This design comes from an exercise in tuning for small area on the open sky130 flow, not from production work.
Only simulation tests tie the RTL to the original design; equivalence was not proved.
Power is estimated from default activity; no workload was simulated.

==> flow/design.v <==
module Tetris(
    input wire clk,            
    input wire btn_left,       
    input wire btn_right,      
    input wire pause,          
    input wire btn_fast,       
    input wire btn_rotate,     
    input reset,               
    output reg [5:0] row,      
    output reg [5:0] col,      
    output reg [6:0] seg,      
    output reg game_over,      
    output reg LED,
    output LED_COM,
    output de1,
    output de2,
    output de3
);
    assign de1 = 1'b1;
    assign de2 = 1'b0;
    assign de3 = 1'b1;
    assign LED_COM = 1'b1;
    reg [9:0] div;
    wire tick = !pause && (&div[6:0]);
    wire rm = div[9];             
    always @(posedge clk)
        if (reset)       div <= 10'd64;
        else if (!pause) div <= div + 10'd1;
    reg [5:0] scan;
    wire [2:0] scan_row = scan[5:3];
    always @(posedge clk)
        if (reset) scan <= 6'd0;
        else       scan <= scan + 6'd1;
    reg [2:0] dot_row, dot_col;
    reg [1:0] count_1;
    reg [2:0] shape;
    reg k;
    reg [2:0] score;
    reg [35:0] st;             
    wire [5:0] state [5:0];
    genvar g;
    generate
        for (g = 0; g < 6; g = g + 1) begin : view
            assign state[g] = st[6*g +: 6];
        end
    endgenerate
    reg [5:0] col_q;
    reg [1:0] p0, p1;
    always @* begin
        case (shape)
        3'd1: begin p0 = k ? 2'b10 : 2'b01; p1 = 2'b11; end
        3'd2: begin p0 = k ? 2'b00 : 2'b01; p1 = k ? 2'b11 : 2'b01; end
        3'd3: begin p0 = k ? 2'b01 : 2'b00; p1 = k ? 2'b01 : 2'b11; end
        3'd4: begin p0 = 2'b11; p1 = k ? 2'b10 : 2'b01; end
        default: begin p0 = 2'b11; p1 = 2'b11; end
        endcase
    end
    wire [5:0] m0 = {4'b0, p0} << dot_col;
    wire [5:0] m1 = {4'b0, p1} << dot_col;
    reg [5:0] r1, r2;
    always @* begin
        case (dot_row)
            3'd0: begin r1 = state[1]; r2 = state[2]; end
            3'd1: begin r1 = state[2]; r2 = state[3]; end
            3'd2: begin r1 = state[3]; r2 = state[4]; end
            3'd3: begin r1 = state[4]; r2 = state[5]; end
            default: begin r1 = state[5]; r2 = 6'd0; end
        endcase
    end
    wire blk_l = |(r1 & {1'b0, m1[5:1]});
    wire blk_r = |(r1 & {m1[4:0], 1'b0});
    wire blk_f = |(r2 & m1);
    wire mv_l = !btn_left && dot_col != 3'd0 && !blk_l;
    wire mv_r = !btn_right && dot_col != 3'd4 && !blk_r;
    wire fall = &count_1;
    wire fall_ok = fall && dot_row != 3'd4 && !blk_f;
    wire land = fall && !fall_ok;
    wire erase = mv_l || mv_r || btn_rotate || fall_ok;
    wire [5:2] full;
    assign full[2] = &state[2];
    assign full[3] = &state[3];
    assign full[4] = &state[4];
    assign full[5] = &state[5];
    wire [5:2] shift;
    assign shift[5] = rm && full[5];
    assign shift[4] = rm && (full[5] || full[4]);
    assign shift[3] = rm && (full[5] || full[4] || full[3]);
    assign shift[2] = rm && (|full);
    wire [2:0] nfull = full[2] + full[3] + full[4] + full[5];
    wire [5:0] nxt [5:0];
    generate
        for (g = 0; g < 6; g = g + 1) begin : rows
            wire s0 = dot_row == g;
            wire s1 = dot_row + 3'd1 == g;
            wire [5:0] mrow = s0 ? m0 : s1 ? m1 : 6'd0;
            if (g >= 2)
                assign nxt[g] = ((s0 || s1) && erase) ? (state[g] & ~mrow) :
                                shift[g] ? state[g-1] : (state[g] | mrow);
            else
                assign nxt[g] = ((s0 || s1) && erase) ? (state[g] & ~mrow) :
                                (state[g] | mrow);
            always @(posedge clk)
                if (reset)     st[6*g +: 6] <= 6'd0;
                else if (tick) st[6*g +: 6] <= nxt[g];
        end
    endgenerate
    always @(posedge clk) begin
        if (reset) begin
            dot_row <= 3'd0;
            dot_col <= 3'd3;
            count_1 <= 2'd0;
            shape <= 3'd0;
            k <= 1'b0;
            score <= 3'd0;
            game_over <= 1'b0;
            LED <= 1'b0;
        end else if (tick) begin
            if (rm && game_over) LED <= ~LED;
            count_1 <= fall ? 2'd0 : btn_fast ? 2'd3 : count_1 + 2'd1;
            if (land) begin
                dot_row <= 3'd0;
                dot_col <= 3'd3;
                shape <= (shape == 3'd4) ? 3'd0 : shape + 3'd1;
                k <= 1'b0;
            end else begin
                if (fall_ok) dot_row <= dot_row + 3'd1;
                if (mv_r) dot_col <= dot_col + 3'd1;
                else if (mv_l) dot_col <= dot_col - 3'd1;
                if (btn_rotate) k <= ~k;
            end
            if (land && dot_row == 3'd0) begin
                score <= 3'd0;
                game_over <= 1'b1;
            end else if (rm)
                score <= score + nfull;
        end
    end
    always @* begin
        case (score)
            3'd0: seg = ~7'b0000001;
            3'd1: seg = ~7'b1001111;
            3'd2: seg = ~7'b0010010;
            3'd3: seg = ~7'b0000110;
            3'd4: seg = ~7'b1001100;
            3'd5: seg = ~7'b0100100;
            3'd6: seg = ~7'b0100000;
            default: seg = ~7'b0001111;
        endcase
    end
    always @(posedge clk)
        if (&scan[2:0])
            col_q <= scan_row[2] ? (scan_row[0] ? state[5] : state[4]) : state[scan_row[1:0]];
    always @* begin
        case (scan_row)
            3'd1: row = 6'b000001;
            3'd2: row = 6'b000010;
            3'd3: row = 6'b000100;
            3'd4: row = 6'b001000;
            3'd5: row = 6'b010000;
            3'd6: row = 6'b100000;
            default: row = 6'b000000;
        endcase
        col = (row == 6'd0) ? 6'd0 : col_q;
    end
endmodule
Settings: LEC_CHECK=0, CAP_MARGIN=20, CORE_MARGIN=2, CORE_UTILIZATION=40, SLEW_MARGIN=20; clock period 10.0 ns.
run.sh (not shown) runs the stock make flow with config.mk's settings and CLKGATE_MAP_FILE= SYNTH_SCRIPT=/design/flow/synth_recipe.tcl, a recipe that flattens the netlist after the stock synthesis.
Then changed:
--- a/flow/design.v
+++ b/flow/design.v
@@ -31,7 +31,8 @@
     always @(posedge clk)
         if (reset) scan <= 6'd0;
         else       scan <= scan + 6'd1;
-    reg [2:0] dot_row, dot_col;
+    reg [4:0] dr;              
+    reg [2:0] dot_col;
     reg [1:0] count_1;
     reg [2:0] shape;
     reg k;
@@ -57,23 +58,17 @@
     end
     wire [5:0] m0 = {4'b0, p0} << dot_col;
     wire [5:0] m1 = {4'b0, p1} << dot_col;
-    reg [5:0] r1, r2;
-    always @* begin
-        case (dot_row)
-            3'd0: begin r1 = state[1]; r2 = state[2]; end
-            3'd1: begin r1 = state[2]; r2 = state[3]; end
-            3'd2: begin r1 = state[3]; r2 = state[4]; end
-            3'd3: begin r1 = state[4]; r2 = state[5]; end
-            default: begin r1 = state[5]; r2 = 6'd0; end
-        endcase
-    end
+    wire [5:0] r1 = ({6{dr[0]}} & state[1]) | ({6{dr[1]}} & state[2]) | ({6{dr[2]}} & state[3]) |
+                    ({6{dr[3]}} & state[4]) | ({6{dr[4]}} & state[5]);
+    wire [5:0] r2 = ({6{dr[0]}} & state[2]) | ({6{dr[1]}} & state[3]) | ({6{dr[2]}} & state[4]) |
+                    ({6{dr[3]}} & state[5]);
     wire blk_l = |(r1 & {1'b0, m1[5:1]});
     wire blk_r = |(r1 & {m1[4:0], 1'b0});
     wire blk_f = |(r2 & m1);
     wire mv_l = !btn_left && dot_col != 3'd0 && !blk_l;
     wire mv_r = !btn_right && dot_col != 3'd4 && !blk_r;
     wire fall = &count_1;
-    wire fall_ok = fall && dot_row != 3'd4 && !blk_f;
+    wire fall_ok = fall && !dr[4] && !blk_f;
     wire land = fall && !fall_ok;
     wire erase = mv_l || mv_r || btn_rotate || fall_ok;
     wire [5:2] full;
@@ -87,26 +82,31 @@
     assign shift[3] = rm && (full[5] || full[4] || full[3]);
     assign shift[2] = rm && (|full);
     wire [2:0] nfull = full[2] + full[3] + full[4] + full[5];
-    wire [5:0] nxt [5:0];
+    wire go = tick && !reset;
+    wire v = go && !erase;
+    genvar h;
     generate
         for (g = 0; g < 6; g = g + 1) begin : rows
-            wire s0 = dot_row == g;
-            wire s1 = dot_row + 3'd1 == g;
-            wire [5:0] mrow = s0 ? m0 : s1 ? m1 : 6'd0;
+            wire s0 = go && (g < 5 ? dr[g < 5 ? g : 0] : 1'b0);
+            wire s1 = go && (g > 0 ? dr[g > 0 ? g-1 : 0] : 1'b0);
+            wire sh;
             if (g >= 2)
-                assign nxt[g] = ((s0 || s1) && erase) ? (state[g] & ~mrow) :
-                                shift[g] ? state[g-1] : (state[g] | mrow);
+                assign sh = go && shift[g] && !((dr[g < 5 ? g : 0] && g < 5 || dr[g-1]) && erase);
             else
-                assign nxt[g] = ((s0 || s1) && erase) ? (state[g] & ~mrow) :
-                                (state[g] | mrow);
-            always @(posedge clk)
-                if (reset)     st[6*g +: 6] <= 6'd0;
-                else if (tick) st[6*g +: 6] <= nxt[g];
+                assign sh = 1'b0;
+            for (h = 0; h < 6; h = h + 1) begin : bits
+                wire m = reset || (s0 && m0[h]) || (s1 && m1[h]);
+                always @(posedge clk)
+                    if (sh)
+                        st[6*g+h] <= st[6*(g-1)+h];
+                    else if (m)
+                        st[6*g+h] <= v;
+            end
         end
     endgenerate
     always @(posedge clk) begin
         if (reset) begin
-            dot_row <= 3'd0;
+            dr <= 5'd1;
             dot_col <= 3'd3;
             count_1 <= 2'd0;
             shape <= 3'd0;
@@ -118,17 +118,17 @@
             if (rm && game_over) LED <= ~LED;
             count_1 <= fall ? 2'd0 : btn_fast ? 2'd3 : count_1 + 2'd1;
             if (land) begin
-                dot_row <= 3'd0;
+                dr <= 5'd1;
                 dot_col <= 3'd3;
                 shape <= (shape == 3'd4) ? 3'd0 : shape + 3'd1;
                 k <= 1'b0;
             end else begin
-                if (fall_ok) dot_row <= dot_row + 3'd1;
+                if (fall_ok) dr <= {dr[3:0], 1'b0};
                 if (mv_r) dot_col <= dot_col + 3'd1;
                 else if (mv_l) dot_col <= dot_col - 3'd1;
                 if (btn_rotate) k <= ~k;
             end
-            if (land && dot_row == 3'd0) begin
+            if (land && dr[0]) begin
                 score <= 3'd0;
                 game_over <= 1'b1;
             end else if (rm)
Synthesized cell count fell by 20%; cell count fell by about 16%; first-iteration DRC count fell by 18%; utilization rose by 0.91 points; power rose by about 5.4%; count of clock-buffer cells in the layout fell by 1; global-route usage fell by 2.9 points; via count fell by 19%; final area fell by about 10%; worst setup slack degrades by 0.42 ns; sequential power rose by about 17%; combinational power rose by about 50%; die area fell by 10%.

## static timing again, ports no longer ideal
In the flow no input, the clock included, has a driving cell. The finished layouts below were timed again as built, in two steps.
Step 1: set_driving_cell puts a clkbuf_16 on clk and a buf_2 on each other input, an assumption about the parent block.
Step 2 adds t to the input delays and takes it off the output delays; t is the mean of the earliest and latest rising clock arrival at the registers after step 1. Input paths then give back, and output paths get back, about the clock's delay inside the block.
Three values: no drivers, after step 1, after step 2; two values: the first two.
run | shift t [ns] | setup WS [ns] | worst register clock-pin slew, ns | worst slew at a driven data input, ns
the first run | 0.391 | 5.547 / 5.500 / 5.347 | 0.06 / 0.06 | 0.03
the second run | 0.383 | 5.128 / 5.144 / 4.762 | 0.06 / 0.06 | 0.04
After both steps every run listed still meets setup and hold. The setup slack of the second run, which loses most, moves by +0.016 ns with the drivers and by -0.366 ns with both steps.
